This design comes from an exercise in tuning for small area, a short achievable clock period and few clock cycles per item on the open sky130 flow, not from production work.
Only simulation tests tie the RTL to the original design; equivalence was not proved.
Power is estimated from default activity; no workload was simulated.

## flow/run.sh

```bash
#!/bin/bash
# synth_recipe.tcl (not shown) runs the flow's synth.tcl, then flattens the netlist and writes it again
# the make line also repeats each setting of config.mk as NAME=value (left out here)
make -C /OpenROAD-flow-scripts/flow DESIGN_CONFIG=/design/flow/config.mk WORK_HOME=/design/flow/orfs CLKGATE_MAP_FILE= SYNTH_SCRIPT=/design/flow/synth_recipe.tcl finish
```

## flow/config.mk

```make
export PLATFORM = sky130hd
export DESIGN_NAME = muldiv
export DESIGN_NICKNAME = muldiv
export VERILOG_FILES = /design/flow/design.v
export SDC_FILE = /design/flow/constraint.sdc
export NUM_CORES = 4
export LEC_CHECK = 0
export ABC_AREA = 1
export CAP_MARGIN = 20
export CORE_MARGIN = 2
export CORE_UTILIZATION = 40
export SETUP_SLACK_MARGIN = 4.0
export SLEW_MARGIN = 20
```

## flow/constraint.sdc

```tcl
create_clock -name core_clock -period 8.0 [get_ports {clk}]
set_input_delay 1.6000 -clock core_clock [delete_from_list [all_inputs] [get_ports {clk}]]
set_output_delay 1.6000 -clock core_clock [all_outputs]
set_load 0.01 [all_outputs]
```

## flow/design.v

```verilog
module muldiv(clk, reset, CtoM, CtoD, A, B, High, Low, MtoC, DtoC, DivZero);
  input clk;
  input reset;
  input CtoM;
  input CtoD;
  input [31:0] A;
  input [31:0] B;
  output [31:0] High;
  output [31:0] Low;
  output MtoC;
  output DtoC;
  output DivZero;
  reg s_abs, s_setup, s_mit, s_dit, s_fix;
  reg [31:0] H, L, M;
  reg [5:0] cnt, zar;
  reg ashort;
  reg c31;   
  reg two;   
  reg mb;    
  reg isdiv, sA, sB;
  reg mdone, ddone, dzero;
  assign High = H;
  assign Low = L;
  assign MtoC = mdone;
  assign DtoC = ddone;
  assign DivZero = dzero;
  function [5:0] lzc;
    input [31:0] x;
    reg [7:0] nz;
    reg [1:0] c [0:7];
    reg [3:0] v;
    integer i;
    begin
      for (i = 0; i < 8; i = i + 1) begin
        v = x[4*i +: 4];
        nz[i] = |v;
        c[i] = v[3] ? 2'd0 : v[2] ? 2'd1 : v[1] ? 2'd2 : 2'd3;
      end
      lzc = nz[7] ? {3'd0, c[7]} :
            nz[6] ? {3'd1, c[6]} :
            nz[5] ? {3'd2, c[5]} :
            nz[4] ? {3'd3, c[4]} :
            nz[3] ? {3'd4, c[3]} :
            nz[2] ? {3'd5, c[2]} :
            nz[1] ? {3'd6, c[1]} :
            nz[0] ? {3'd7, c[0]} : 6'd32;
    end
  endfunction
  function [32:0] add32;
    input [31:0] a;
    input [31:0] b;
    reg [31:0] g, p, gg, pp;
    integer i, l;
    begin
      g = a & b;
      p = a ^ b;
      gg = g;
      pp = p;
      for (l = 0; l < 5; l = l + 1)
        for (i = 0; i < 32; i = i + 1)
          if ((i >> l) & 1) begin
            gg[i] = gg[i] | (pp[i] & gg[((i >> l) << l) - 1]);
            pp[i] = pp[i] & pp[((i >> l) << l) - 1];
          end
      add32 = {gg[31], p ^ {gg[30:0], 1'b0}};
    end
  endfunction
  function [31:0] inc32;
    input [31:0] x;
    reg [31:0] pp;
    integer i, l;
    begin
      pp = x;
      for (l = 0; l < 5; l = l + 1)
        for (i = 0; i < 32; i = i + 1)
          if ((i >> l) & 1)
            pp[i] = pp[i] & pp[((i >> l) << l) - 1];
      inc32 = x ^ {pp[30:0], 1'b1};
    end
  endfunction
  function [6:0] add7;
    input [6:0] a;
    input [6:0] b;
    input ci;
    reg [6:0] g, p, gg, pp;
    integer i, l;
    begin
      g = a & b;
      p = a ^ b;
      gg = g;
      pp = p;
      gg[0] = g[0] | (p[0] & ci);
      for (l = 0; l < 3; l = l + 1)
        for (i = 0; i < 7; i = i + 1)
          if ((i >> l) & 1) begin
            gg[i] = gg[i] | (pp[i] & gg[((i >> l) << l) - 1]);
            pp[i] = pp[i] & pp[((i >> l) << l) - 1];
          end
      add7 = p ^ {gg[5:0], ci};
    end
  endfunction
  wire monoA = ((L[31:1] & ~L[30:0]) == 31'd0);
  wire monoB = ((H[31:1] & ~H[30:0]) == 31'd0);
  wire [31:0] uA = (sA && monoA) ? {L[30:0], 1'b1} : L;
  wire [31:0] uB = (sB && monoB) ? {H[30:0], 1'b1} : H;
  wire [5:0] zA = lzc(uA);
  wire [5:0] zB = lzc(uB);
  wire [6:0] zd = add7({1'b0, cnt}, ~{1'b0, zar}, 1'b1);
  wire [5:0] mamt = ashort ? zar : cnt;
  wire [4:0] amt = isdiv ? zd[4:0] : mamt[4:0];
  wire [31:0] sh_in = (!isdiv && ashort) ? L : H;
  wire [31:0] sh_out = sh_in << amt;
  wire [31:0] mval = ashort ? H : L;
  wire mc30 = (mamt == 6'd30);
  wire [31:0] ax = s_mit ? (two ? {L[29:0], 2'b0} : {L[30:0], 1'b0}) : (L ^ {32{s_fix}});
  wire [31:0] ay = (M & {32{(s_mit && mb) || s_dit}}) | {31'd0, (s_abs && sA) || s_fix};
  wire [32:0] asum = add32(ax, ay);
  wire ac = asum[32];
  wire [31:0] hx = s_mit ? (two ? {H[29:0], L[31:30]} : {H[30:0], L[31]}) :
                   (s_dit ? {H[30:0], 1'b0} : (H ^ {32{s_fix || (s_abs && isdiv)}}));
  wire [31:0] hx1 = inc32(hx);
  wire hci = s_abs ? (sB ^ isdiv) : ((s_mit || s_dit) ? ac : (isdiv || (L == 32'd0)));
  wire [31:0] hsum = hci ? hx1 : hx;
  wire c31n = two ? (cnt == 6'd29) : (cnt == 6'd30);
  wire twon = !hx[31] && !c31n;
  wire mbn = twon ? hx[30] : hx[31];
  wire twos = !sh_out[30] && !mc30;
  wire mbs = twos ? sh_out[29] : sh_out[30];
  wire negH = sA ^ sB;
  wire negL = isdiv ? sA : (sA ^ sB);
  wire needfix = isdiv ? (sA || sB) : (sA ^ sB);
  wire mlast = two ? (cnt == 6'd30) : c31;
  wire dlast = (cnt[4:0] == 5'd31);
  always @(posedge clk) begin
    mdone <= 1'b0;
    ddone <= 1'b0;
    if (reset) begin
      s_abs <= 1'b0;
      s_setup <= 1'b0;
      s_mit <= 1'b0;
      s_dit <= 1'b0;
      s_fix <= 1'b0;
      dzero <= 1'b0;
    end
    else begin
      if (CtoM || CtoD) begin
        L <= A ^ {32{A[31]}};
        H <= B ^ {32{B[31]}};
        sA <= A[31];
        sB <= B[31];
        isdiv <= CtoD;
        s_abs <= 1'b1;
      end
      if (s_abs) begin
        L <= asum[31:0];
        H <= hsum;
        zar <= zA;
        cnt <= zB;
        ashort <= (zA > zB);
        s_abs <= 1'b0;
        s_setup <= 1'b1;
      end
      if (s_setup) begin
        s_setup <= 1'b0;
        if (!isdiv) begin
          cnt <= mamt + 6'd1;
          c31 <= mc30;
          two <= twos;
          mb <= mbs;
          M <= mval;
          if (mamt[5]) begin
            H <= 32'd0;
            L <= 32'd0;
            mdone <= 1'b1;
          end
          else begin
            H <= {sh_out[30:0], 1'b0};
            L <= mval;
            if (mamt != 6'd31) s_mit <= 1'b1;
            else if (needfix) s_fix <= 1'b1;
            else mdone <= 1'b1;
          end
        end
        else begin
          cnt <= {1'b0, ~zd[4:0]};
          M <= sh_out;
          H <= 32'd0;
          dzero <= cnt[5];
          if (cnt[5]) ddone <= 1'b1;
          else if (zd[6]) begin
            if (sA) s_fix <= 1'b1;
            else ddone <= 1'b1;
          end
          else s_dit <= 1'b1;
        end
      end
      if (s_mit) begin
        cnt <= cnt + (two ? 6'd2 : 6'd1);
        c31 <= c31n;
        two <= twon;
        mb <= mbn;
        L <= asum[31:0];
        H <= hsum;
        if (mlast) begin
          s_mit <= 1'b0;
          if (needfix) s_fix <= 1'b1;
          else mdone <= 1'b1;
        end
      end
      if (s_dit) begin
        cnt <= cnt + 6'd1;
        if (ac) L <= asum[31:0];
        H <= hsum;
        M <= {1'b1, M[31:1]};
        if (dlast) begin
          s_dit <= 1'b0;
          if (needfix) s_fix <= 1'b1;
          else ddone <= 1'b1;
        end
      end
      if (s_fix) begin
        if (negL) L <= asum[31:0];
        if (negH) H <= hsum;
        s_fix <= 1'b0;
        mdone <= !isdiv;
        ddone <= isdiv;
      end
    end
  end
endmodule
```

==> results of run 1 <==
## flip-flops by register name (all words and copies together) (netlist names), 6 cells and up
name,count
H,32
L,32
cnt,6
zar,6
M,32
## through the flow
stage | std cells | total power, mW | utilization | hold WS (ns)
2_1_floorplan | 2758 | 2.009 | - | 0.4922
5_1_grt | 3484 | 3.999 | 0.5020 | 0.5431
4_1_cts | 3367 | 3.588 | 0.4724 | 0.5240
3_3_place_gp | 3285 | 2.743 | 0.4437 | 0.5031
6_report | 3484 | 3.850 | 0.5020 | 0.5364
3_5_place_dp | 3285 | 2.744 | 0.4437 | 0.5046
## critical path, cell delays in order, from the launching register on
cell and delay (ns):
edfxtp_1 0.59, nand2_1 0.15, o21a_1 0.23, nand2_1 0.08, nand2_1 0.13, buf_8 0.27
clkinvlp_4 0.13, buf_4 0.18, o21ai_0 0.53, nand2_1 0.25, nand2_1 0.11, o21ai_1 0.11
nor2_2 0.38, nand2_1 0.10, o21ai_1 0.26, nand2_1 0.10, nand2_1 0.08, nand2_1 0.05
nand2_1 0.08
## cell families after synthesis
kind of cell | share of synthesized area
simple gates | 0.2919
buf+inv | 0.1040
mux | 0.002404
flops | 0.2169
fa+ha+maj | 0.05168
xor+xnor | 0.04312
compound gates | 0.2900
## final cells by class
| type | count | area [um^2] | area share |
|---|---|---|---|
| inverter | 259 | 1122 | 0.05463 |
| clock buffer | 23 | 457.9 | 0.02229 |
| sequential | 123 | 3621 | 0.1762 |
| tap | 532 | 665.6 | 0.03240 |
| multi-input combinational | 2208 | 11600 | 0.5646 |
| timing repair buffer | 326 | 2975 | 0.1448 |
| clock inverter | 9 | 77.57 | 0.003776 |
| timing repair inverter | 4 | 25.02 | 0.001218 |
## power by group through the flow
stage | Clock (mW) | Sequential [mW] | Combinational [mW]
after global routing | 0.791 | 0.927 | 2.28
after CTS | 0.764 | 0.947 | 1.88
after global placement | 0 | 1.00 | 1.74
after detailed placement | 0 | 0.998 | 1.75
after floorplan | 0 | 0.912 | 1.10
final | 0.770 | 0.928 | 2.15
## metal layers
layer,vias to the layer above,share of wire
met1,9997,0.39
met3,320,0.13
li1,9697,-
met5,-,0.00035
met4,4,0.064
met2,1620,0.41
## worst max-delay path by stage
stage | from | endpoint | cells past startpoint
2_1_floorplan | s_mit | L[12] | 25
3_5_place_dp | s_dit | H[12] | 27
5_1_grt | s_mit | H[21] | 25
4_1_cts | cnt[0] | H[12] | 18
6_report | ashort | H[22] | 18
3_3_place_gp | s_dit | H[25] | 27
## cell usage in the layout (no fill, tap or decap), types with 37 or more instances in the layout
master and instances:
clkdlybuf4s50_1 132, edfxtp_1 115, nor2_1 250, inv_1 196, nand3_1 113, o21ai_0 399
nand2_1 724, buf_4 173, ha_1 55, a21oi_1 248, a31oi_1 37, xor2_1 73
## what timing repair did
item                                    in CTS  in global routing
cloned                                       3                  3
buffers inserted                            47                114
pin swaps                                    3                 11
gates resized for setup                     55                102
endpoints found under the setup margin      92                 87
==> metrics.md, run 1 <==
| Metric | Value |
|---|---|
| Status | finished clean |
| Reg-to-Reg Start | ashort |
| Post-place setup slack | 3.073 ns |
| Initial Util | 0.4070 |
| Most frequent cell after synthesis | nand2_1 |
| Sw Pwr | 1.892 mW |
| Clock group share of total power | 0.200 |
| Clock latency on the worst-skew pair | 0.47 ns |
| Worst-path clk slew | 0.06 ns |
| Die Span Y | 208.1 um |
| GRT Resource Usage Total | 0.3927 |
| Crit path time final | 3.992 ns |
| First-pass GRT wire length | 126600 um |
| Critical Path Start Type | register |
| Asr flop ratio synth | 0 |
| CTS tree | done |
| Cell Pwr Density | 187.4 nW/um^2 |
| Seq/Total Area, Yosys | 0.2169 |
| Gr busiest metal | met2 |
| Largest cells by area after synthesis | edfxtp_1, nand2_1, o21ai_0 |
| Clock tree buffer depth | 2 |
| Synth warn | 3 |
| Number of synthesized flops with an enable pin | 115 |
| Final Hold Viols | 0 |
| CP required | 8.33 ns |
| ANT cells | 0 |
| Worst setup margin | 4.008 ns |
| Clk sinks | 123 |
| Core Footprint | 40920 um^2 |
| CP Class | reg -> reg |
| Post-synthesis cell area | 16660 um^2 |
| Antenna violations before repair | 2 |
| Post-synthesis sequential element count | 123 |
| DP HPWL | 62320 um |
| Sw frac | 0.4913 |
| Hold EP | dzero |
| Max Cap Violations | 0 |
| Clock skew | 0.01595 ns |
| IO Pins | 135 |
| Mapped Nets | 2890 |
| Met2 usage | 0.5731 |
| R2r endpoint | H[22] |
| Finished layout cell area | 20540 um^2 |
| RSZ-0062 raised after global routing | false |
| Final antenna-violating net count | 0 |
| Max Slew Vio Count | 0 |
| Cts bufs inserted | 17 |
| Power Internal | 1.959 mW |
| Largest net degree at the start of global routing | 118 |
| I/O Buffers | 134 |
| Worst hold stages | 2 |
| Synth unique cells | 67 |
| Hold buffers post-CTS | 0 |
| Slew at the pin with the worst max-slew slack | 1.128 ns |
| Layout Nets | 3071 |
| Post-synth top cells | nand2_1, o21ai_0, nor2_1, a21oi_1, inv_1 |
| Largest area contributor in the netlist | edfxtp_1 |
| First-pass detailed-route iteration total | 7 |
| GR Layer Usage met1 | 0.5312 |
| Area share of the largest cell type after synthesis | 0.2073 |
| Post-DP Area | 18160 um^2 |
| Vias | 21640 |
| Setup TNS | 0 ns |
| 1st-iter DRT viols | 3303 |
| Die Span X | 208.1 um |
| Residual DRC count | 0 |
| Share of power burned in registers | 0.241 |
| Primary FF master, synth | edfxtp_1 |
| Layout cells sized above 1 | 0.1277 |
| WL/cell | 25.71 um |
| Die area | 43290 um^2 |
| GR Util met3 | 0.09343 |
| WL final | 89580 um |
| Arrival @ worst endpoint | 4.32 ns |
| H-tree levels | 4 |
| Period utilization | 0.4990 |
| Register-to-register setup slack | 4.01 ns |
| Setup crit end kind | register |
| RD Place Congestion | 1.026 |
| VDD IR max | 0.1225 mV |
| Floorplan row count | 74 |
| Hold Crit Start | dzero |
| R2R depth | 18 |
| Vias/cell | 6.211 |
| Final setup vio count | 0 |
| Clk root buf | clkbuf_16 |
| GR Overflow Total | 0 |
| Post-Synthesis Cells | 2758 |
| Rel. slew slack | 0.2461 |
| CP Max Fanout | 49 |
| Worst hold path type | reg -> reg |
| Leakage | 9.047 nW |
| Syn Area/Cell | 6.040 um^2 |
| Vias in the first global route | 19050 |
| Fmax | 250.5 MHz |
| Gate power share | 0.559 |
| Fillers | 4265 |
| Area Growth Syn to Fin | 23.34% |
Testbench counts, summed over its fixed seeds: cycles 30,928, ops 3,200.
==> run 2: changes to the inputs <==
--- a/flow/config.mk
+++ b/flow/config.mk
@@ -10,4 +10,4 @@
 export CORE_MARGIN = 2
 export CORE_UTILIZATION = 40
-export SETUP_SLACK_MARGIN = 4.0
+export SETUP_SLACK_MARGIN = 4.5
 export SLEW_MARGIN = 20
==> run 2 against run 1 <==
  * Still clean
  * Final cell count grew 2.3%
  * Clock-buffer cell count decreased by 6
  * Flip-flop and latch count unchanged
  * Clock power grew 16%
  * Die area is the same
  * Synthesized cell count is the same
  * Hold slack worse by 0.021 ns
  * First-iteration DRC count rose by 16%
  * Sequential power fell by 1%
  * Register-to-register slack gained 0.24 ns
  * Synthesized area stayed put
  * Routed wire length is 7.8% higher
  * Critical endpoint is now L[3]
  * Largest cell class unchanged
  * Highest routed layer unchanged
==> metrics.md, run 2 <==
| Metric | Value |
|---|---|
| Area share of the largest cell type after synthesis | 0.2073 |
| DP HPWL | 63080 um |
| Setup TNS | 0 ns |
| First-pass GRT wire length | 134400 um |
| Number of synthesized flops with an enable pin | 115 |
| Power Internal | 2.196 mW |
| Arrival @ worst endpoint | 3.99 ns |
| IO Pins | 135 |
| Hold EP | dzero |
| CP Class | reg -> reg |
| Antenna violations before repair | 1 |
| Period utilization | 0.4695 |
| Sw Pwr | 2.072 mW |
| Clk sinks | 123 |
| Die area | 43290 um^2 |
| 1st-iter DRT viols | 3837 |
| Post-Synthesis Cells | 2758 |
| Largest net degree at the start of global routing | 112 |
| Crit path cell chain | buf_12, buf_4, a21oi_1, o21ai_1, o21ai_2, ha_1, a21o_1, a21boi_2, o21ai_1, nand2_1, nand2_2, a21oi_4, inv_2, a21oi_4, nand2_4, nand2_8, nand4_1, buf_6, clkbuf_16, a32o_1 |
| Crit path time final | 3.756 ns |
| Fillers | 4060 |
| GRT Resource Usage Total | 0.4177 |
| Reg-to-Reg Start | s_mit |
| Fin util | 0.5488 |
| Asr flop ratio synth | 0 |
| Core Footprint | 40920 um^2 |
| CP required | 8.24 ns |
| R2R depth | 20 |
| CP Max Fanout | 8 |
| Worst-path clk slew | 0.08 ns |
| H-tree levels | 4 |
| Largest regs | H (32), L (32), M (32) |
| Layout cells sized above 1 | 0.1975 |
| Most frequent cell after synthesis | nand2_1 |
| Mapped Nets | 2890 |
| Cts bufs inserted | 17 |
| I/O Buffers | 134 |
| Cell Pwr Density | 190.0 nW/um^2 |
| WL final | 96560 um |
| CP top delay family | compound AO/OA/AOI/OAI gates |
| Leakage | 9.841 nW |
| Primary FF master, synth | edfxtp_1 |
| RD Place Congestion | 1.023 |
| First-pass detailed-route iteration total | 9 |
| Final antenna-violating net count | 0 |
| Post-synthesis cell area | 16660 um^2 |
| Slew at the pin with the worst max-slew slack | 1.088 ns |
| Layout Nets | 3152 |
| Share of power burned in registers | 0.215 |
| Most frequent cells in the layout | nand2_1, o21ai_0, nor2_1 |
| Clock latency on the worst-skew pair | 0.48 ns |
| Vias/cell | 6.320 |
| R2r endpoint | L[3] |
| Worst setup margin | 4.244 ns |
| Sw frac | 0.4855 |
| Vias | 22530 |
| Rel. slew slack | 0.2739 |
| Worst hold path type | reg -> reg |
| Area Growth Syn to Fin | 34.82% |
| Largest area contributor in the netlist | edfxtp_1 |
| Die Span Y | 208.1 um |
| Fmax | 266.2 MHz |
| Max incr delay on CP | 0.42 ns |
| CP max stage cell | dfxtp_4 |
| CTS tree | done |
| Vias in the first global route | 20190 |
| Synth unique cells | 67 |
| Seq/Total Area, Yosys | 0.2169 |
| Floorplan row count | 74 |
| Setup crit end kind | register |
| Clock group share of total power | 0.210 |
| Clk root buf | clkbuf_16 |
| VDD IR max | 0.1579 mV |
| RSZ-0062 raised after global routing | true |
| Most common cell after layout, fill and taps aside | nand2_1 |
| Buf/Inv on CP | 5 |
| Syn Area/Cell | 6.040 um^2 |
| GR Overflow Total | 0 |
| Hold Crit Start | dzero |
| Clock skew | 0.01940 ns |
| ANT cells | 0 |
| Post-synth top cells | nand2_1, o21ai_0, nor2_1, a21oi_1, inv_1 |
| Gate power share | 0.575 |
| WL/cell | 27.09 um |
| Max Cap Violations | 0 |
| Register-to-register setup slack | 4.24 ns |
| Critical Path Start Type | register |
| Largest cells by area after synthesis | edfxtp_1, nand2_1, o21ai_0 |
| Post-synthesis sequential element count | 123 |
| Synth warn | 3 |
| Status | finished clean |
| Final Hold Viols | 0 |
| Residual DRC count | 0 |
| Post-place setup slack | 3.029 ns |
| Max Slew Vio Count | 0 |
| Final setup vio count | 0 |
| Clock tree buffer depth | 2 |
| Initial Util | 0.4070 |
| Die Span X | 208.1 um |
| Worst hold stages | 2 |
==> run 2: how the worst max path moves through the flow <==
stage / start / slack (ns) / end / depth (start not counted)
after floorplan: s_mit / 4.14 / L[0] / 25
after global placement: s_dit / 3.09 / L[19] / 22
after detailed placement: s_dit / 3.03 / L[19] / 22
after CTS: mb / 4.35 / H[15] / 25
after global routing: s_mit / 4.12 / L[10] / 20
final: s_mit / 4.24 / L[3] / 20
==> run 2: power groups by stage <==
stage          Combinational (mW)  Clock [mW]  Sequential [mW]
2_1_floorplan                1.11           0            0.912
3_3_place_gp                 1.74           0            0.996
3_5_place_dp                 1.75           0            0.995
4_1_cts                      2.14       0.898            0.906
5_1_grt                      2.58       0.923            0.915
6_report                     2.46       0.897            0.915
==> run 2: worst reg2reg max path: stages, from the launching register on <==
cell	delay, ns
dfxtp_4	0.42
buf_12	0.13
buf_4	0.17
a21oi_1	0.05
o21ai_1	0.10
o21ai_2	0.08
ha_1	0.35
a21o_1	0.24
a21boi_2	0.19
o21ai_1	0.09
nand2_1	0.07
nand2_2	0.07
a21oi_4	0.19
inv_2	0.08
a21oi_4	0.26
nand2_4	0.11
nand2_8	0.08
nand4_1	0.21
buf_6	0.23
clkbuf_16	0.19
a32o_1	0.21
==> run 2: cells by family after synthesis <==
group / share of synthesized area
and+or+nand+nor: 0.2919
AOI/OAI and AO/OA: 0.2900
buffers and inverters: 0.1040
DFF: 0.2169
xor gates and xnor gates: 0.04312
adders and majority gates: 0.05168
muxes: 0.002404
==> run 2: layout make-up <==
cell class | instances | area [um^2] | area share
timing repair buffer | 396 | 3908 | 0.1740
clock buffer | 17 | 425.4 | 0.01894
multi-input combinational | 2213 | 12340 | 0.5493
sequential | 123 | 3626 | 0.1615
inverter | 259 | 1195 | 0.05321
timing repair inverter | 10 | 88.84 | 0.003956
tap | 532 | 665.6 | 0.02964
clock inverter | 15 | 212.7 | 0.009471
==> run 2: metrics by stage <==
step	instance area, um^2	instances	total power, mW	hold WS, ns
after floorplan	16820	2758	2.024	0.4922
after global placement	18190	3283	2.736	0.5036
after detailed placement	18190	3283	2.742	0.5081
after CTS	21210	3496	3.945	0.5275
after global routing	22460	3565	4.415	0.5650
final	22460	3565	4.268	0.5155
==> run 2: layer usage <==
layer  track usage  share of wire  vias to the layer above
met5             0        0.00010                        -
met4        0.2404          0.075                        2
met3        0.1082           0.13                      397
met2        0.6236           0.42                     1799
met1        0.5448           0.37                    10440
li1              -              -                     9893
==> run 2: timing repair <==
| action | CTS | global route |
|---|---|---|
| setup endpoints to repair | 142 | 95 |
| setup buffers | 164 | 56 |
| resized for setup | 237 | 165 |
| pin swaps | 55 | 61 |
| hold buffers | 0 | 0 |
| gates cloned | 17 | 12 |
==> run 3: changes to the inputs <==
--- a/flow/design.v
+++ b/flow/design.v
@@ -11,8 +11,7 @@
   output DtoC;
   output DivZero;
-  reg s_abs, s_setup, s_mit, s_dit, s_fix;
+  reg s_setup, s_mit, s_dit, s_fix;
   reg [31:0] H, L, M;
   reg [5:0] cnt, zar;
-  reg ashort;
   reg c31;   
   reg two;   
@@ -100,10 +99,19 @@
     end
   endfunction
-  wire monoA = ((L[31:1] & ~L[30:0]) == 31'd0);
-  wire monoB = ((H[31:1] & ~H[30:0]) == 31'd0);
-  wire [31:0] uA = (sA && monoA) ? {L[30:0], 1'b1} : L;
-  wire [31:0] uB = (sB && monoB) ? {H[30:0], 1'b1} : H;
-  wire [5:0] zA = lzc(uA);
-  wire [5:0] zB = lzc(uB);
+  function [5:0] alz;
+    input [31:0] x;
+    reg [31:0] c;
+    reg pow2;
+    begin
+      c = x ^ {32{x[31]}};
+      pow2 = x[31] && ((x[30:0] & ~x[31:1]) == 31'd0);
+      alz = pow2 ? lzc({c[30:0], 1'b1}) : lzc(c);
+    end
+  endfunction
+  wire [31:0] negA = inc32(~A);
+  wire [31:0] negB = inc32(~B);
+  wire [5:0] zA = alz(A);
+  wire [5:0] zB = alz(B);
+  wire ashort = (zar > cnt);
   wire [6:0] zd = add7({1'b0, cnt}, ~{1'b0, zar}, 1'b1);
   wire [5:0] mamt = ashort ? zar : cnt;
@@ -114,11 +122,11 @@
   wire mc30 = (mamt == 6'd30);
   wire [31:0] ax = s_mit ? (two ? {L[29:0], 2'b0} : {L[30:0], 1'b0}) : (L ^ {32{s_fix}});
-  wire [31:0] ay = (M & {32{(s_mit && mb) || s_dit}}) | {31'd0, (s_abs && sA) || s_fix};
+  wire [31:0] ay = (M & {32{(s_mit && mb) || s_dit}}) | {31'd0, s_fix};
   wire [32:0] asum = add32(ax, ay);
   wire ac = asum[32];
   wire [31:0] hx = s_mit ? (two ? {H[29:0], L[31:30]} : {H[30:0], L[31]}) :
-                   (s_dit ? {H[30:0], 1'b0} : (H ^ {32{s_fix || (s_abs && isdiv)}}));
+                   (s_dit ? {H[30:0], 1'b0} : ~H);
   wire [31:0] hx1 = inc32(hx);
-  wire hci = s_abs ? (sB ^ isdiv) : ((s_mit || s_dit) ? ac : (isdiv || (L == 32'd0)));
+  wire hci = (s_mit || s_dit) ? ac : (isdiv || (L == 32'd0));
   wire [31:0] hsum = hci ? hx1 : hx;
   wire c31n = two ? (cnt == 6'd29) : (cnt == 6'd30);
@@ -136,5 +144,4 @@
     ddone <= 1'b0;
     if (reset) begin
-      s_abs <= 1'b0;
       s_setup <= 1'b0;
       s_mit <= 1'b0;
@@ -145,18 +152,11 @@
     else begin
       if (CtoM || CtoD) begin
-        L <= A ^ {32{A[31]}};
-        H <= B ^ {32{B[31]}};
+        L <= A[31] ? negA : A;
+        H <= (B[31] ^ CtoD) ? negB : B;
+        zar <= zA;
+        cnt <= zB;
         sA <= A[31];
         sB <= B[31];
         isdiv <= CtoD;
-        s_abs <= 1'b1;
-      end
-      if (s_abs) begin
-        L <= asum[31:0];
-        H <= hsum;
-        zar <= zA;
-        cnt <= zB;
-        ashort <= (zA > zB);
-        s_abs <= 1'b0;
         s_setup <= 1'b1;
       end
--- a/flow/config.mk
+++ b/flow/config.mk
@@ -9,5 +9,5 @@
 export CAP_MARGIN = 20
 export CORE_MARGIN = 2
-export CORE_UTILIZATION = 40
+export CORE_UTILIZATION = 70
 export SETUP_SLACK_MARGIN = 4.5
 export SLEW_MARGIN = 20
==> run 3 against run 2 <==
  * The flow now stops in 5_1_grt
  * Synthesized cell count grew 7.1%
  * Synthesized area grew 7.8%
==> metrics.md, run 3 <==
| Metric | Value |
|---|---|
| Most frequent cell after synthesis | nand2_1 |
| Die Span X | 164.2 um |
| Post-Synthesis Cells | 2953 |
| Stopped at | 5_1_grt |
| Log Error | [ERROR GRT-0232] Routing congestion too high. Check the congestion heatmap in the GUI. |
| Post-synthesis sequential element count | 121 |
| Seq/Total Area, Yosys | 0.1985 |
| Synth unique cells | 61 |
| Initial Util | 0.7130 |
| Post-synth top cells | nand2_1, nand3_1, inv_1, a21oi_1, o21ai_0 |
| Clk root buf | clkbuf_16 |
| Largest area contributor in the netlist | edfxtp_1 |
| Cts bufs inserted | 17 |
| Floorplan row count | 58 |
| Synth warn | 5 |
| Status | stopped before the end |
| Largest cells by area after synthesis | edfxtp_1, nand2_1, nand3_1 |
| GRT Resource Usage Total | 0.8907 |
| DP HPWL | 54820 um |
| I/O Buffers | 134 |
| Clock tree buffer depth | 2 |
| Placed instance count | 3268 |
| Hold buffers post-CTS | 0 |
| Area share of the largest cell type after synthesis | 0.1907 |
| Post-synthesis cell area | 17950 um^2 |
| Asr flop ratio synth | 0 |
| RD Place Congestion | 1.163 |
| GR Overflow Total | 394 |
| Number of synthesized flops with an enable pin | 114 |
| Primary FF master, synth | edfxtp_1 |
| Largest net degree at the start of global routing | 59 |
| IO Pins | 135 |
| Mapped Nets | 3097 |
| Clk sinks | 121 |
| H-tree levels | 4 |
| Syn Area/Cell | 6.080 um^2 |
| Die Span Y | 164.2 um |
[run 3: cell types whose count changed after synthesis, moves of 16 or more]
cell,delta
a21oi_1,+42
a22oi_1,+30
a31oi_1,-17
a32o_1,-16
buf_2,+17
clkbuf_1,-23
inv_1,+87
inv_2,-18
nand2_1,-77
nand3_1,+199
nand4_1,+49
o21ai_0,-141
xnor2_1,+36
[run 3: what timing repair did]
item                       in CTS
resized for setup             207
setup endpoints to repair     119
pin swaps                      27
cloned                         21
buffers inserted               63
[run 3: power by group through the flow]
| stage | clock network [mW] | registers [mW] | logic [mW] |
|---|---|---|---|
| global placement | 0 | 0.964 | 2.11 |
| CTS | 0.775 | 0.951 | 2.37 |
| detailed placement | 0 | 0.964 | 2.15 |
| floorplan | 0 | 0.920 | 1.54 |
[run 3: metrics by stage]
stage	setup slack, ns	cell area (um^2)	hold slack, ns
CTS	4.442	21250	0.5432
detailed placement	2.948	19170	0.5074
global placement	3.048	19170	0.5036
floorplan	4.324	18140	0.5285
[run 3: how the worst min path moves through the flow]
stage	from	endpoint	slack [ns]	depth (start not counted)
CTS	dzero	dzero	0.54	2
detailed placement	dzero	dzero	0.51	2
global placement	dzero	dzero	0.50	2
floorplan	M[3]	M[2]	0.53	2
[run 3: metal layers]
metal | overflow | GRT usage
met5 | 6 | 0.6932
met4 | 141 | 0.8955
met3 | 45 | 0.8003
met2 | 170 | 0.9899
met1 | 32 | 0.8795
[run 3: cells by family after synthesis]
family          share of synthesized area
fa+ha+maj                         0.05631
xor+xnor                          0.06341
compound gates                     0.2299
buf+inv                            0.1149
mux                             0.0006271
flops                              0.1985
simple gates                       0.3364
Testbench counts of run 3, summed over its fixed seeds: cycles 27,728, ops 3,200.
==> run 4: changes to the inputs <==
--- a/flow/design.v
+++ b/flow/design.v
@@ -26,22 +26,29 @@
   function [5:0] lzc;
     input [31:0] x;
-    reg [7:0] nz;
-    reg [1:0] c [0:7];
-    reg [3:0] v;
+    reg [15:0] v1; reg [15:0] z1;
+    reg [7:0] v2;  reg [1:0] z2 [0:7];
+    reg [3:0] v3;  reg [2:0] z3 [0:3];
+    reg [1:0] v4;  reg [3:0] z4 [0:1];
+    reg [4:0] z5;
     integer i;
     begin
+      for (i = 0; i < 16; i = i + 1) begin
+        v1[i] = x[2*i+1] | x[2*i];
+        z1[i] = !x[2*i+1];
+      end
       for (i = 0; i < 8; i = i + 1) begin
-        v = x[4*i +: 4];
-        nz[i] = |v;
-        c[i] = v[3] ? 2'd0 : v[2] ? 2'd1 : v[1] ? 2'd2 : 2'd3;
-      end
-      lzc = nz[7] ? {3'd0, c[7]} :
-            nz[6] ? {3'd1, c[6]} :
-            nz[5] ? {3'd2, c[5]} :
-            nz[4] ? {3'd3, c[4]} :
-            nz[3] ? {3'd4, c[3]} :
-            nz[2] ? {3'd5, c[2]} :
-            nz[1] ? {3'd6, c[1]} :
-            nz[0] ? {3'd7, c[0]} : 6'd32;
+        v2[i] = v1[2*i+1] | v1[2*i];
+        z2[i] = {!v1[2*i+1], v1[2*i+1] ? z1[2*i+1] : z1[2*i]};
+      end
+      for (i = 0; i < 4; i = i + 1) begin
+        v3[i] = v2[2*i+1] | v2[2*i];
+        z3[i] = {!v2[2*i+1], v2[2*i+1] ? z2[2*i+1] : z2[2*i]};
+      end
+      for (i = 0; i < 2; i = i + 1) begin
+        v4[i] = v3[2*i+1] | v3[2*i];
+        z4[i] = {!v3[2*i+1], v3[2*i+1] ? z3[2*i+1] : z3[2*i]};
+      end
+      z5 = {!v4[1], v4[1] ? z4[1] : z4[0]};
+      lzc = (v4[1] | v4[0]) ? {1'b0, z5} : 6'd32;
     end
   endfunction
@@ -99,18 +106,10 @@
     end
   endfunction
-  function [5:0] alz;
-    input [31:0] x;
-    reg [31:0] c;
-    reg pow2;
-    begin
-      c = x ^ {32{x[31]}};
-      pow2 = x[31] && ((x[30:0] & ~x[31:1]) == 31'd0);
-      alz = pow2 ? lzc({c[30:0], 1'b1}) : lzc(c);
-    end
-  endfunction
   wire [31:0] negA = inc32(~A);
   wire [31:0] negB = inc32(~B);
-  wire [5:0] zA = alz(A);
-  wire [5:0] zB = alz(B);
+  wire [31:0] absA = A[31] ? negA : A;
+  wire [31:0] absB = B[31] ? negB : B;
+  wire [5:0] zA = lzc(absA);
+  wire [5:0] zB = lzc(absB);
   wire ashort = (zar > cnt);
   wire [6:0] zd = add7({1'b0, cnt}, ~{1'b0, zar}, 1'b1);
@@ -152,5 +151,5 @@
     else begin
       if (CtoM || CtoD) begin
-        L <= A[31] ? negA : A;
+        L <= absA;
         H <= (B[31] ^ CtoD) ? negB : B;
         zar <= zA;
--- a/flow/config.mk
+++ b/flow/config.mk
@@ -9,5 +9,5 @@
 export CAP_MARGIN = 20
 export CORE_MARGIN = 2
-export CORE_UTILIZATION = 70
-export SETUP_SLACK_MARGIN = 4.5
+export CORE_UTILIZATION = 40
+export SETUP_SLACK_MARGIN = 4.0
 export SLEW_MARGIN = 20
==> run 4 against run 3 <==
  * The run now finishes clean
  * Synthesized area down 2.5%
  * Synthesized cell count decreased by 0.24%
==> metrics.md, run 4 <==
| Metric | Value |
|---|---|
| WL final | 85640 um |
| Mapped Nets | 3089 |
| Vias in the first global route | 19640 |
| Final antenna-violating net count | 0 |
| Clock latency on the worst-skew pair | 0.47 ns |
| Clk root buf | clkbuf_16 |
| Fin util | 0.4864 |
| Clock skew | 0.01428 ns |
| Area Growth Syn to Fin | 19.92% |
| Largest cells by area after synthesis | edfxtp_1, nand2_1, nand3_1 |
| RD Place Congestion | 0.9972 |
| Die area | 45460 um^2 |
| Leakage | 9.500 nW |
| Crit path time final | 3.934 ns |
| Crit path cell chain | clkdlybuf4s50_1, inv_1, nand3_4, clkinv_4, buf_4, nand4_2, nand2_1, xnor2_1, nor2_1, nand3_1, nor2_4, nand3_2, nor2_4, buf_4, buf_4 |
| Seq/Total Area, Yosys | 0.2035 |
| Primary FF master, synth | edfxtp_1 |
| Worst-path clk slew | 0.06 ns |
| Die Span Y | 213.2 um |
| Floorplan row count | 76 |
| Syn Area/Cell | 5.943 um^2 |
| 1st-iter DRT viols | 2913 |
| I/O Buffers | 134 |
| Arrival @ worst endpoint | 4.16 ns |
| Most frequent cell after synthesis | nand2_1 |
| Asr flop ratio synth | 0 |
| CP required | 8.23 ns |
| First-pass GRT wire length | 123300 um |
| Cts bufs inserted | 17 |
| VDD IR max | 0.1480 mV |
| Post-synthesis sequential element count | 121 |
| Layout cells sized above 1 | 0.1091 |
| GRT Resource Usage Total | 0.3670 |
| H-tree levels | 4 |
| Largest regs | H (32), L (32), M (32) |
| Most frequent cells in the layout | nand2_1, nand3_1, a21oi_1 |
| Number of synthesized flops with an enable pin | 114 |
| Post-Synthesis Cells | 2946 |
| Synth warn | 7 |
| Fmax | 254.2 MHz |
| Critical Path Start Type | primary input |
| Initial Util | 0.4056 |
| Layout Nets | 3183 |
| DP HPWL | 62170 um |
| Cell Pwr Density | 197.9 nW/um^2 |
| RSZ-0062 raised after global routing | true |
| Synth unique cells | 59 |
| CP max stage cell | xnor2_1 |
| First-pass detailed-route iteration total | 8 |
| Worst path most repeated cell | buf_4 |
| Most common cell after layout, fill and taps aside | nand2_1 |
| Max Cap Violations | 0 |
| Setup TNS | 0 ns |
| Max incr delay on CP | 0.59 ns |
| Vias | 21990 |
| Clk sinks | 121 |
| Largest area contributor in the netlist | edfxtp_1 |
| CTS tree | done |
| Period utilization | 0.4917 |
| Final Hold Viols | 0 |
| Largest net degree at the start of global routing | 79 |
| GR Overflow Total | 0 |
| Setup crit end kind | register |
| Final setup vio count | 0 |
| Vias/cell | 6.040 |
| Antenna violations before repair | 8 |
| Rel. slew slack | 0.2941 |
| Core Footprint | 43170 um^2 |
| Clock tree buffer depth | 2 |
| Area share of the largest cell type after synthesis | 0.1955 |
| Status | finished clean |
| Worst hold path type | reg -> reg |
| Die Span X | 213.2 um |
| CP Max Fanout | 5 |
| Residual DRC count | 0 |
| WL/cell | 23.53 um |
| Post-synthesis cell area | 17510 um^2 |
| Slew at the pin with the worst max-slew slack | 1.059 ns |
| CP Class | in -> reg |
| Post-synth top cells | nand2_1, nand3_1, inv_1, a21oi_1, o21ai_0 |
| Max Slew Vio Count | 0 |
| IO Pins | 135 |
run 4: cell types whose count changed after synthesis, moves of 12 or more:
cell	before	now
nand4_1	60	41
o221ai_1	1	13
nand3_1	315	342
clkbuf_1	81	95
nand2_1	653	729
nor2_1	264	252
nor3_1	35	21
xnor2_1	45	20
xor2_1	85	34
o21ai_1	26	45
run 4: metrics by stage:
stage                     instances  cell area [um^2]  hold slack, ns  power (mW)  setup WS (ns)
after floorplan                2946             17510          0.5199       2.343          4.075
after global placement         3519             19010          0.5509       3.105          2.598
after detailed placement       3519             19010          0.5494       3.109          2.758
after CTS                      3589             20220          0.5740       3.992          4.005
after global routing           3638             20990          0.6014       4.359          3.995
final                          3640             21000          0.5748       4.155          4.066
run 4: final cells by class:
class / instances / area (um^2)
repair inverters: 2 / 15.01
repair buffers: 244 / 2364
fillers: 4589 / 22170
clock inverters: 13 / 152.6
flip-flops and latches: 121 / 3568
well taps: 585 / 732.0
inverters: 326 / 1287
diodes: 2 / 5.005
multi-input cells: 2328 / 12440
clock buffers: 19 / 432.9
run 4: layer usage:
layer,global-route usage,routed length (um)
met5,0,259
met4,0.1679,4209
met3,0.09648,9781
met2,0.5535,36560
met1,0.4893,34820
run 4: critical path: cells and delay by family:
kind	cells	cell delay, ns
and+or+nand+nor	8	0.85
xor gates and xnor gates	1	0.59
buffers and inverters	6	1.12
run 4: report_power, final:
group | internal [mW] | switching, mW | leakage, nW | total, mW
logic | 0.746 | 1.62 | 8.06 | 2.36
clock network | 0.486 | 0.341 | 0.278 | 0.827
registers | 0.817 | 0.147 | 1.16 | 0.964
total | 2.05 | 2.11 | 9.50 | 4.15
run 4: logic make-up (layout without fill, tap and decap cells):
family	after synthesis	count (layout)	synth area share
buf+inv	502	604	0.1168
compound gates	734	734	0.2306
other cells	0	2	0
simple gates	1460	1465	0.3650
fa+ha+maj	75	75	0.05702
xor+xnor	54	54	0.02701
flops	121	121	0.2035
run 4: final timing paths:
kind,depth (start not counted),endpoint,start,slack [ns]
worst max-delay path,15,zar[5],A[6],4.07
worst max register to register,14,M[23],cnt[0],4.07
worst min register to register,2,M[5],M[6],0.57
worst min-delay path,2,M[5],M[6],0.57
run 4: timing repair:
item | in CTS | in global routing
cloned | 5 | 4
setup endpoints to repair | 110 | 88
hold buffers | 0 | 0
buffers inserted | 33 | 45
resized for setup | 88 | 135
pin swaps | 25 | 38
Testbench counts of run 4, summed over its fixed seeds: cycles 27,728, ops 3,200.
==> run 5: changes to the inputs <==
--- a/flow/design.v
+++ b/flow/design.v
@@ -17,4 +17,5 @@
   reg two;   
   reg mb;    
+  reg m2;    
   reg isdiv, sA, sB;
   reg mdone, ddone, dzero;
@@ -121,5 +122,6 @@
   wire mc30 = (mamt == 6'd30);
   wire [31:0] ax = s_mit ? (two ? {L[29:0], 2'b0} : {L[30:0], 1'b0}) : (L ^ {32{s_fix}});
-  wire [31:0] ay = (M & {32{(s_mit && mb) || s_dit}}) | {31'd0, s_fix};
+  wire [31:0] ay = (M & {32{(s_mit && mb) || s_dit}}) | ({M[30:0], 1'b0} & {32{s_mit && m2}}) |
+                   {31'd0, s_fix};
   wire [32:0] asum = add32(ax, ay);
   wire ac = asum[32];
@@ -130,8 +132,10 @@
   wire [31:0] hsum = hci ? hx1 : hx;
   wire c31n = two ? (cnt == 6'd29) : (cnt == 6'd30);
-  wire twon = !hx[31] && !c31n;
-  wire mbn = twon ? hx[30] : hx[31];
-  wire twos = !sh_out[30] && !mc30;
-  wire mbs = twos ? sh_out[29] : sh_out[30];
+  wire twon = !c31n && (!hx[31] || (!hx[30] && !M[31]));
+  wire mbn = twon ? (!hx[31] && hx[30]) : hx[31];
+  wire m2n = twon && hx[31];
+  wire twos = !mc30 && (!sh_out[30] || (!sh_out[29] && !mval[31]));
+  wire mbs = twos ? (!sh_out[30] && sh_out[29]) : sh_out[30];
+  wire m2s = twos && sh_out[30];
   wire negH = sA ^ sB;
   wire negL = isdiv ? sA : (sA ^ sB);
@@ -167,4 +171,5 @@
           two <= twos;
           mb <= mbs;
+          m2 <= m2s;
           M <= mval;
           if (mamt[5]) begin
@@ -199,4 +204,5 @@
         two <= twon;
         mb <= mbn;
+        m2 <= m2n;
         L <= asum[31:0];
         H <= hsum;
==> run 5 against run 4 <==
  * Still clean on timing, DRC and antenna
  * Sequential power up 3.3%
  * Maximum frequency up 0.50%
  * Critical path depth up 2
  * Power up 2.9%
  * Via count up 0.93%
  * Clock power about the same
  * First-iteration DRC count down 3.5%
  * Global-route usage down 1.1 points
  * Sequential share of layout area down 0.099 points
  * Hold slack worse by 0.014 ns
  * Flip-flop and latch count up 1
  * Combinational power up 4%
==> metrics.md, run 5 <==
| Metric | Value |
|---|---|
| CTS tree | done |
| Clock skew | 0.01936 ns |
| Worst-path clk slew | 0.07 ns |
| RSZ-0062 raised after global routing | true |
| Vias | 22190 |
| Mapped Nets | 3081 |
| CP Max Fanout | 40 |
| Cts bufs inserted | 17 |
| Arrival @ worst endpoint | 4.14 ns |
| GRT Resource Usage Total | 0.3561 |
| First-pass detailed-route iteration total | 6 |
| Clock group share of total power | 0.194 |
| Final antenna-violating net count | 0 |
| Largest regs | H (32), L (32), M (32) |
| Asr flop ratio synth | 0 |
| Reg-to-Reg Start | two |
| Leakage | 9.368 nW |
| Number of synthesized flops with an enable pin | 115 |
| Layout Nets | 3183 |
| Seq/Total Area, Yosys | 0.2033 |
| Area share of the largest cell type after synthesis | 0.1953 |
| Max incr delay on CP | 0.47 ns |
| Most frequent cell after synthesis | nand2_1 |
| Final Hold Viols | 0 |
| Setup TNS | 0 ns |
| CP Class | reg -> reg |
| Critical path depth | 17 |
| Residual DRC count | 0 |
| Primary FF master, synth | edfxtp_1 |
| Max Slew Vio Count | 0 |
| Sw Pwr | 2.180 mW |
| Layout cells sized above 1 | 0.1160 |
| Hold buffers post-CTS | 0 |
| Most frequent cells in the layout | nand2_1, nand3_1, inv_1 |
| Most common cell after layout, fill and taps aside | nand2_1 |
| Post-synth top cells | nand2_1, nand3_1, inv_1, a21oi_1, o21ai_0 |
| Register-to-register setup slack | 4.09 ns |
| VDD IR max | 0.1779 mV |
| Die Span X | 214.2 um |
| IO Pins | 135 |
| Largest area contributor in the netlist | edfxtp_1 |
| Vias in the first global route | 19960 |
| Setup crit end kind | register |
| First-pass GRT wire length | 124500 um |
| Vias/cell | 6.086 |
| R2R depth | 17 |
| Crit path cell chain | inv_4, buf_8, buf_8, nor2_1, o22ai_2, ha_1, nand2_1, nor2_2, nand4_2, nor2_2, nand4_1, nor2_4, nand2_1, nor2_2, nand3_1, nand3_1, nand3_1 |
| Core Footprint | 43930 um^2 |
| Antenna violations before repair | 4 |
| Slew at the pin with the worst max-slew slack | 1.274 ns |
| RD Place Congestion | 1.017 |
| GR Overflow Total | 0 |
| Die area | 45890 um^2 |
| 1st-iter DRT viols | 2811 |
| CP max stage cell | edfxtp_1 |
| Share of power burned in registers | 0.233 |
| H-tree levels | 4 |
| Crit path time final | 3.914 ns |
| Cell Pwr Density | 200.6 nW/um^2 |
| Sw frac | 0.5101 |
| CP top delay family | simple AND/OR/NAND/NOR gates |
| Fmax | 255.5 MHz |
| DP HPWL | 61170 um |
| Rel. slew slack | 0.1414 |
| Crit path launch | two |
| Largest cells by area after synthesis | edfxtp_1, nand2_1, nand3_1 |
| Post-Synthesis Cells | 2938 |
| Clk sinks | 122 |
| R2r endpoint | H[25] |
| Die Span Y | 214.2 um |
| WL final | 85780 um |
| Status | finished clean |
| Hold Crit Start | M[7] |
| CP required | 8.23 ns |
| CP Capture Point | H[25] |
| WL/cell | 23.53 um |
| Buf/Inv on CP | 3 |
| Max Cap Violations | 0 |
| Clock tree buffer depth | 2 |
| Finished layout cell area | 21310 um^2 |
| Clk root buf | clkbuf_16 |
| Synth warn | 7 |
| Gate power share | 0.573 |
| Worst hold path type | reg -> reg |
| Power Internal | 2.094 mW |
| Floorplan row count | 77 |
| Clock latency on the worst-skew pair | 0.49 ns |
| Critical Path Start Type | register |
| Syn Area/Cell | 6.017 um^2 |
| Post-synthesis sequential element count | 122 |
| Final hold slack | 0.5611 ns |
| Post-DP Area | 19300 um^2 |
| Initial Util | 0.4024 |
| Tot Pwr | 4.274 mW |
| Post-synthesis cell area | 17680 um^2 |
| I/O Buffers | 134 |
| Area Growth Syn to Fin | 20.52% |
| Period utilization | 0.4893 |
| Synth unique cells | 59 |
| Largest net degree at the start of global routing | 62 |
| Final setup vio count | 0 |
run 5: cell count changes after synthesis, moves of 7 or more:
cell | before | now
inv_1 | 306 | 313
nand3_1 | 342 | 332
o221ai_1 | 13 | 20
o21ai_0 | 267 | 275
nor2_1 | 252 | 199
nand4_1 | 41 | 50
o21ai_1 | 45 | 24
nand2_1 | 729 | 743
o22ai_1 | 6 | 33
run 5: what timing repair did:
item | CTS | global route
cloned | 8 | 6
pin swaps | 25 | 37
gates resized for setup | 95 | 140
buffers inserted | 28 | 45
setup endpoints to repair | 114 | 107
run 5: kinds of logic (layout without fill, tap and decap cells):
kind of cell / after synthesis / in the layout / share of synthesized area
xor gates and xnor gates: 46 / 46 / 0.02279
adders and majority gates: 75 / 75 / 0.05648
and+or+nand+nor: 1426 / 1433 / 0.3566
buffers and inverters: 502 / 608 / 0.1152
DFF: 122 / 122 / 0.2033
other: 0 / 1 / 0
AOI/OAI and AO/OA: 767 / 769 / 0.2456
run 5: worst min-delay path by stage:
stage                     endpoint  slack, ns  depth (start not counted)
after global placement        M[6]       0.53                          2
final                         M[6]       0.56                          2
after floorplan               M[6]       0.52                          2
after detailed placement      M[6]       0.55                          2
after CTS                     M[6]       0.56                          2
after global routing          M[6]       0.59                          2
run 5: through the flow:
step | setup WS [ns] | utilization | cells
finish | 4.086 | 0.4850 | 3646
global route | 3.955 | 0.4849 | 3645
CTS | 4.000 | 0.4647 | 3594
detailed placement | 2.606 | 0.4393 | 3526
global placement | 2.601 | 0.4393 | 3526
floorplan | 3.991 | - | 2938
run 5: worst register-to-register path, cell delays in order (launching register included):
cell	delay (ns)
edfxtp_1	0.47
inv_4	0.24
buf_8	0.28
buf_8	0.28
nor2_1	0.13
o22ai_2	0.25
ha_1	0.26
nand2_1	0.08
nor2_2	0.18
nand4_2	0.18
nor2_2	0.20
nand4_1	0.22
nor2_4	0.18
nand2_1	0.12
nor2_2	0.22
nand3_1	0.15
nand3_1	0.14
nand3_1	0.08
run 5: layer usage:
metal	track usage	share of wire	vias up
li1	-	-	10240
met1	0.4654	0.39	10360
met2	0.5495	0.44	1324
met3	0.07447	0.11	262
met4	0.1949	0.061	0
met5	0	0	-
run 5: final cells by class:
class / count / area, um^2
Timing Repair inverter: 3 / 18.77
Antenna cell: 1 / 2.502
Fill cell: 4640 / 22630
Sequential cell: 122 / 3600
Clock buffer: 19 / 432.9
Timing Repair Buffer: 241 / 2307
Clock inverter: 13 / 152.6
Multi-Input combinational cell: 2323 / 12700
Inverter: 332 / 1349
Tap cell: 592 / 740.7
run 5: power groups by stage:
stage	Clock, mW	Combinational (mW)	Sequential (mW)
floorplan	0	1.51	0.932
global placement	0	2.19	0.998
detailed placement	0	2.20	0.997
CTS	0.831	2.28	0.986
global route	0.852	2.64	0.996
finish	0.830	2.45	0.996
Testbench counts of run 5, summed over its fixed seeds: cycles 26,682, ops 3,200.
==> run 6: changes to the inputs <==
--- a/flow/config.mk
+++ b/flow/config.mk
@@ -9,5 +9,5 @@
 export CAP_MARGIN = 20
 export CORE_MARGIN = 2
-export CORE_UTILIZATION = 40
+export CORE_UTILIZATION = 50
 export SETUP_SLACK_MARGIN = 4.0
 export SLEW_MARGIN = 20
==> run 6 against run 5 <==
  * Still clean
  * Utilization increased by 12 points
  * Routed wire length is 0.48% lower
  * Design area fell by 1.3%
  * Clock-buffer cell count is 2 higher
  * Die area down 20%
  * Sequential share of layout area rose by 0.22 points
  * Non-clock buffer count down 5
  * First-iteration DRC count increased by 30%
  * Sequential power about the same
  * Critical path type unchanged
  * Highest routed layer is now met5
==> metrics.md, run 6 <==
| Metric | Value |
|---|---|
| Status | finished clean |
| IO Pins | 135 |
| Worst hold path type | reg -> reg |
| Met2 usage | 0.6500 |
| Clock skew | 0.01155 ns |
| Area share of the largest cell type after synthesis | 0.1953 |
| Most common cell after layout, fill and taps aside | nand2_1 |
| Max Slew Vio Count | 0 |
| Vias/cell | 6.558 |
| Critical path depth | 16 |
| Fmax | 250.4 MHz |
| Post-synthesis sequential element count | 122 |
| Buf/Inv on CP | 0 |
| Most frequent cells in the layout | nand2_1, nand3_1, inv_1 |
| DP HPWL | 60900 um |
| Finished Layout Cells | 3499 |
| CP Max Fanout | 19 |
| Arrival @ worst endpoint | 4.19 ns |
| GR Layer Usage met1 | 0.5788 |
| Residual DRC count | 0 |
| CTS tree | done |
| Most frequent cell after synthesis | nand2_1 |
| Fillers | 3425 |
| Worst hold stages | 2 |
| Sw Pwr | 2.169 mW |
| Largest cells by area after synthesis | edfxtp_1, nand2_1, nand3_1 |
| Worst-path clk slew | 0.06 ns |
| Asr flop ratio synth | 0 |
| CP Class | reg -> reg |
| Gr busiest metal | met2 |
| Crit path time final | 3.993 ns |
| Final setup vio count | 0 |
| Clk sinks | 122 |
| Max incr delay on CP | 0.60 ns |
| Rel. slew slack | 0.2311 |
| Clk root buf | clkbuf_16 |
| Clock latency on the worst-skew pair | 0.45 ns |
| Layout Nets | 3174 |
| Setup TNS | 0 ns |
| 1st-iter DRT viols | 3665 |
| Final antenna-violating net count | 0 |
| Post-place setup slack | 2.609 ns |
| Post-synthesis cell area | 17680 um^2 |
| RSZ-0062 raised after global routing | true |
| First-pass GRT wire length | 122800 um |
| Gate power share | 0.582 |
| H-tree levels | 4 |
| Die Span Y | 192.0 um |
| Largest net degree at the start of global routing | 63 |
| Final hold slack | 0.5683 ns |
| RD Place Congestion | 1.018 |
| Largest regs | H (32), L (32), M (32) |
| I/O Buffers | 134 |
| CP top delay family | simple AND/OR/NAND/NOR gates |
| Worst path most repeated cell | nand3_1 |
| Clock group share of total power | 0.183 |
| WL final | 85370 um |
| WL/cell | 24.40 um |
| Primary FF master, synth | edfxtp_1 |
| Slew at the pin with the worst max-slew slack | 1.152 ns |
| Clock tree buffer depth | 2 |
| Mapped Nets | 3081 |
| Area Growth Syn to Fin | 18.94% |
| GR Overflow Total | 0 |
| Largest area contributor in the netlist | edfxtp_1 |
| Worst setup margin | 4.007 ns |
| Hold buffers post-CTS | 0 |
| Core Footprint | 34710 um^2 |
| Cell Pwr Density | 201.4 nW/um^2 |
| Hold Crit Start | M[7] |
| Period utilization | 0.4991 |
| CP required | 8.20 ns |
| VDD IR max | 0.1058 mV |
| Syn Area/Cell | 6.017 um^2 |
| Seq/Total Area, Yosys | 0.2033 |
| Finished layout cell area | 21030 um^2 |
| Power Internal | 2.066 mW |
| GRT Resource Usage Total | 0.4462 |
| GR Util met3 | 0.1383 |
| Sw frac | 0.5121 |
| Vias in the first global route | 20270 |
| Antenna violations before repair | 3 |
| Setup crit end kind | register |
| Synth warn | 7 |
| Share of power burned in registers | 0.234 |
| Crit path cell chain | ha_1, nand2_2, nor2_4, nand2_2, nand3_4, nand3_2, nand2_1, nand4_1, nand3_1, nand3_1, nand3_1, nand3_1, nand3_1, nand2_1, nand2_1, nand2_1 |
| Layout cells sized above 1 | 0.1153 |
| Cts bufs inserted | 17 |
| Die area | 36880 um^2 |
| Vias | 22950 |
| R2R depth | 16 |
| First-pass detailed-route iteration total | 10 |
| Die Span X | 192.0 um |
| Initial Util | 0.5093 |
| Critical Path Start Type | register |
| Final Hold Viols | 0 |
| CP max stage cell | edfxtp_1 |
| Placed instance count | 3386 |
| Post-synth top cells | nand2_1, nand3_1, inv_1, a21oi_1, o21ai_0 |
| Post-DP Area | 19110 um^2 |
| Crit path launch | zar[3] |
| Post-Synthesis Cells | 2938 |
| Reg-to-Reg Start | zar[3] |
| Floorplan row count | 68 |
| Max Cap Violations | 0 |
| Leakage | 9.308 nW |
| Synth unique cells | 59 |
| Number of synthesized flops with an enable pin | 115 |
[run 6: cell counts after synthesis]
No cell type changed its count.
[run 6: power by group through the flow]
stage	combinational (mW)	clock [mW]	sequential, mW
6_report	2.47	0.775	0.993
5_1_grt	2.63	0.784	0.990
4_1_cts	2.26	0.761	0.984
2_1_floorplan	1.51	0	0.932
3_5_place_dp	2.19	0	0.996
3_3_place_gp	2.17	0	0.996
[run 6: kinds of logic after synthesis]
kind of cell	Yosys count	synth area share
and+or+nand+nor	1426	0.3566
AOI/OAI and AO/OA	767	0.2456
buffers and inverters	502	0.1152
DFF	122	0.2033
adders and majority gates	75	0.05648
xor gates and xnor gates	46	0.02279
[run 6: layer usage]
layer | vias up | share of wire
li1 | 10240 | -
met1 | 10480 | 0.37
met2 | 1835 | 0.41
met3 | 389 | 0.15
met4 | 4 | 0.071
met5 | - | 0.00027
[run 6: metrics by stage]
step / utilization / power (mW)
after CTS: 0.5822 / 4.000
final: 0.6057 / 4.235
after global placement: 0.5504 / 3.170
after detailed placement: 0.5504 / 3.190
after floorplan: - / 2.445
after global routing: 0.6056 / 4.404
[run 6: worst paths after layout]
kind	to	slack (ns)
setup / recovery	mb	4.01
hold / removal	M[6]	0.57
setup reg to reg	mb	4.01
hold reg to reg	M[6]	0.57
[run 6: layout make-up]
type                    count  area (um^2)  area share
well taps                 455        569.3     0.02708
inverters                 332         1320     0.06278
diodes                      1        2.502   0.0001190
flip-flops and latches    122         3600      0.1712
clock buffers              21        440.4     0.02095
multi-input cells        2321        12620      0.6001
repair buffers            236         2366      0.1125
clock inverters            10        102.6    0.004879
repair inverters            1        7.507   0.0003570
[run 6: worst register-to-register path: stages (launching register included)]
cell	delay [ns]
edfxtp_1	0.60
ha_1	0.49
nand2_2	0.11
nor2_4	0.13
nand2_2	0.08
nand3_4	0.22
nand3_2	0.55
nand2_1	0.28
nand4_1	0.27
nand3_1	0.17
nand3_1	0.13
nand3_1	0.11
nand3_1	0.26
nand3_1	0.18
nand2_1	0.07
nand2_1	0.05
nand2_1	0.05
[run 6: what timing repair did]
action / in CTS / in global routing
setup endpoints to repair: 107 / 107
resized for setup: 100 / 128
cloned: 5 / 7
endpoints found under the hold margin: 0 / 0
pin swaps: 23 / 42
setup buffers: 30 / 39
==> run 7: changes to the inputs <==
--- a/flow/design.v
+++ b/flow/design.v
@@ -13,5 +13,5 @@
   reg s_setup, s_mit, s_dit, s_fix;
   reg [31:0] H, L, M;
-  reg [5:0] cnt, zar;
+  reg [5:0] cnt;
   reg c31;   
   reg two;   
@@ -113,4 +113,5 @@
   wire [5:0] zA = lzc(absA);
   wire [5:0] zB = lzc(absB);
+  wire [5:0] zar = M[5:0];
   wire ashort = (zar > cnt);
   wire [6:0] zd = add7({1'b0, cnt}, ~{1'b0, zar}, 1'b1);
@@ -129,5 +130,5 @@
                    (s_dit ? {H[30:0], 1'b0} : ~H);
   wire [31:0] hx1 = inc32(hx);
-  wire hci = (s_mit || s_dit) ? ac : (isdiv || (L == 32'd0));
+  wire hci = ac || (s_fix && isdiv);
   wire [31:0] hsum = hci ? hx1 : hx;
   wire c31n = two ? (cnt == 6'd29) : (cnt == 6'd30);
@@ -157,5 +158,5 @@
         L <= absA;
         H <= (B[31] ^ CtoD) ? negB : B;
-        zar <= zA;
+        M[5:0] <= zA;
         cnt <= zB;
         sA <= A[31];
--- a/flow/config.mk
+++ b/flow/config.mk
@@ -9,5 +9,5 @@
 export CAP_MARGIN = 20
 export CORE_MARGIN = 2
-export CORE_UTILIZATION = 50
+export CORE_UTILIZATION = 40
 export SETUP_SLACK_MARGIN = 4.0
 export SLEW_MARGIN = 20
==> run 7 against run 6 <==
  * Still clean on timing, DRC and antenna
  * Final cell count is 6.0% higher
  * Via count is 1.1% lower
  * Synthesized area is 1.4% higher
  * Register-to-register slack better by 0.08 ns
  * Power is 7.7% higher
  * Hold slack worse by 0.026 ns
  * Clock power is 7.6% higher
  * Clock skew is 0.0013 ns higher
  * Sequential share of layout area is 1.2 points lower
  * Critical path type is now in -> reg
  * Critical endpoint is now M[4]
  * Largest power group unchanged
  * Highest routed layer unchanged
==> metrics.md, run 7 <==
| Metric | Value |
|---|---|
| Largest net degree at the start of global routing | 68 |
| GRT Resource Usage Total | 0.3743 |
| Largest cells by area after synthesis | edfxtp_1, nand2_1, nand3_1 |
| Clock latency on the worst-skew pair | 0.51 ns |
| Simple-gate share of the synthesized area | 0.3741 |
| Cts bufs inserted | 17 |
| Layout cells sized above 1 | 0.1244 |
| Clk root buf | clkbuf_16 |
| Largest family of logic cells by synthesized area | simple AND/OR/NAND/NOR gates |
| Die Span X | 215.7 um |
| Slew at the pin with the worst max-slew slack | 1.154 ns |
| Rel. slew slack | 0.2308 |
| Most frequent cells in the layout | nand2_1, nand3_1, a21oi_1 |
| Floorplan row count | 77 |
| Clock tree buffer depth | 2 |
| Die area | 46510 um^2 |
| Adder-cell share of the synthesized area | 0.05711 |
| GR Overflow Total | 0 |
| Residual DRC count | 0 |
| Synth Area in Compound Gates | 0.2429 |
| Final hold slack | 0.5427 ns |
| ANT cells | 0 |
| Gate power share | 0.604 |
| 1st-iter DRT viols | 3278 |
| Primary FF master, synth | edfxtp_1 |
| Area share of the largest cell type after synthesis | 0.1826 |
| Area Growth Syn to Fin | 19.97% |
| Worst-path clk slew | 0.07 ns |
| Worst hold stages | 2 |
| Antenna violations before repair | 6 |
| CTS tree | done |
| RSZ-0062 raised after global routing | true |
| Critical Path Start Type | primary input |
| Setup crit end kind | register |
| First-pass detailed-route iteration total | 8 |
| Synth unique cells | 61 |
| Clock group share of total power | 0.183 |
| DP HPWL | 66700 um |
| Final Hold Viols | 0 |
| Hold Crit Start | dzero |
| Most frequent cell after synthesis | nand2_1 |
| Largest area contributor in the netlist | edfxtp_1 |
| WL/cell | 24.56 um |
| Sw Pwr | 2.409 mW |
| Leakage | 9.744 nW |
| Post-synth top cells | nand2_1, nand3_1, a21oi_1, inv_1, o21ai_0 |
| R2R depth | 19 |
| Power Internal | 2.150 mW |
| Vias/cell | 6.114 |
| Crit path time final | 3.930 ns |
| RD Place Congestion | 1.028 |
| Vias in the first global route | 20180 |
| Clk sinks | 116 |
| IO Pins | 135 |
| Hold buffers post-CTS | 0 |
| CP Max Fanout | 23 |
| Mapped Nets | 3169 |
| Register-to-register setup slack | 4.09 ns |
| Share of power burned in registers | 0.213 |
| Arrival @ worst endpoint | 4.20 ns |
| Fmax | 254.4 MHz |
| Setup TNS | 0 ns |
| Clock skew | 0.01284 ns |
| Vias | 22680 |
| I/O Buffers | 134 |
| Reg-to-Reg Start | M[5] |
| Hold EP | dzero |
| Syn Area/Cell | 5.926 um^2 |
| Seq/Total Area, Yosys | 0.1905 |
| R2r endpoint | M[5] |
| Worst hold path type | reg -> reg |
| First-pass GRT wire length | 129900 um |
| Post-Synthesis Cells | 3024 |
| Status | finished clean |
| Final setup vio count | 0 |
| Post-synthesis sequential element count | 116 |
| Number of synthesized flops with an enable pin | 109 |
| Largest regs | H (32), L (32), M (32) |
| WL final | 91100 um |
| Synth warn | 7 |
| Most common cell after layout, fill and taps aside | nand2_1 |
| CP Class | in -> reg |
| Initial Util | 0.4053 |
| Max Slew Vio Count | 0 |
| Asr flop ratio synth | 0 |
| Cell Pwr Density | 212.1 nW/um^2 |
| Layout Nets | 3250 |
| Period utilization | 0.4913 |
| H-tree levels | 4 |
| Sw frac | 0.5284 |
| Core Footprint | 44220 um^2 |
| VDD IR max | 0.1580 mV |
| Final antenna-violating net count | 0 |
| XOR/XNOR Fraction of Synth Area | 0.02004 |
| Die Span Y | 215.7 um |
| Post-synthesis cell area | 17920 um^2 |
| CP required | 8.27 ns |
| Mux cell area share after synthesis | 0 |
| Max Cap Violations | 0 |
-- run 7: cell types whose count changed after synthesis, moves of 9 or more --
cell	previous run	this run
o21ai_1	24	40
o21ai_0	275	259
nand3_1	332	362
nand2_1	743	788
xor2_1	31	22
nor4_1	13	3
inv_1	313	301
buf_1	12	22
a21oi_1	290	304
-- run 7: what timing repair did --
| item | CTS | global route |
|---|---|---|
| pin swaps | 35 | 63 |
| setup buffers | 33 | 32 |
| setup endpoints to repair | 106 | 97 |
| cloned | 6 | 6 |
| resized for setup | 120 | 193 |
-- run 7: power groups by stage --
stage / Clock [mW] / Sequential [mW] / Combinational [mW]
finish: 0.834 / 0.970 / 2.76
global route: 0.859 / 0.968 / 2.96
CTS: 0.837 / 0.963 / 2.57
detailed placement: 0 / 0.976 / 2.49
global placement: 0 / 0.978 / 2.49
floorplan: 0 / 0.896 / 1.72
-- run 7: worst max path at each step --
stage	from	to	slack [ns]
2_1_floorplan	B[1]	cnt[2]	4.02
3_3_place_gp	B[31]	H[25]	2.24
3_5_place_dp	B[31]	H[25]	2.12
4_1_cts	s_dit	H[26]	3.99
5_1_grt	two	H[26]	3.95
6_report	A[31]	M[4]	4.07
-- run 7: area by class of cell --
class / instances / area [um^2]
fillers: 4671 / 22720
multi-input cells: 2414 / 13140
flip-flops and latches: 116 / 3425
repair buffers: 237 / 2317
inverters: 317 / 1276
well taps: 592 / 740.7
clock buffers: 18 / 429.2
clock inverters: 14 / 160.2
repair inverters: 2 / 15.01
-- run 7: metal layers --
layer  GRT usage  vias to the layer above  share of wire
met5           0                        -        0.00030
met4      0.1848                        4          0.055
met3     0.08034                      252           0.11
met2      0.5691                     1461           0.43
met1      0.5010                    10460           0.40
li1            -                    10510              -
-- run 7: worst max-delay path, cell delays in order --
cell and delay (ns):
dlymetal6s2s_1 0.42, buf_12 0.24, clkinvlp_4 0.11, or2_2 0.29, xor2_2 0.17, inv_2 0.12
nor2_2 0.14, and2_1 0.16, nand3_1 0.14, nor2_4 0.18, nor2_1 0.10, nand2_2 0.17
nand4_1 0.19, nand2_1 0.11, inv_1 0.04
-- run 7: cell families (layout without fill, tap and decap cells) --
logic type / count (synthesis) / in the layout
AO/OA/AOI/OAI: 779 / 780
XOR/XNOR: 41 / 41
adder cells (fa/ha/maj): 77 / 77
buffers and inverters: 501 / 588
flip-flops: 116 / 116
AND/OR/NAND/NOR: 1510 / 1516
-- run 7: metrics by stage --
step | setup WS (ns) | std cells | instance area, um^2 | power (mW) | utilization
2_1_floorplan | 4.019 | 3024 | 17930 | 2.614 | -
3_3_place_gp | 2.241 | 3601 | 19410 | 3.467 | 0.4390
3_5_place_dp | 2.124 | 3601 | 19410 | 3.464 | 0.4390
4_1_cts | 3.991 | 3672 | 20690 | 4.368 | 0.4678
5_1_grt | 3.945 | 3710 | 21500 | 4.789 | 0.4862
6_report | 4.070 | 3710 | 21500 | 4.559 | 0.4862
Testbench counts of run 7, summed over its fixed seeds: cycles 26,682, ops 3,200.

afterwards: timing with drivers on the ports:
Ports are ideal in the flow. The routed layouts listed here were re-timed in OpenROAD.
Step 1: set_driving_cell puts a clkbuf_16 on clk and a buf_2 on each other input, an assumption about the parent block.
Step 2 times the ports against the registers' clock, not the clock port: input delays grow and output delays shrink by t, the midpoint of the rising clock arrivals with the driver on.
a / b / c = ideal ports / drivers / drivers and shift; a / b = the first two.
run	shift t [ns]	setup slack, ns	worst setup path after step 2
run 1	0.527	4.008 / 4.008 / 3.999	input to register
run 2	0.526	4.244 / 4.244 / 3.997	input to register
run 4	0.524	4.066 / 4.066 / 3.566	input to register
run 5	0.530	4.086 / 4.086 / 3.612	input to register
run 6	0.497	4.007 / 4.007 / 3.665	input to register
run 7	0.556	4.070 / 4.092 / 3.548	input to register
After both steps every run listed still meets setup and hold. The setup slack of run 7, which loses most, moves by +0.022 ns with the drivers and by -0.522 ns with both steps.
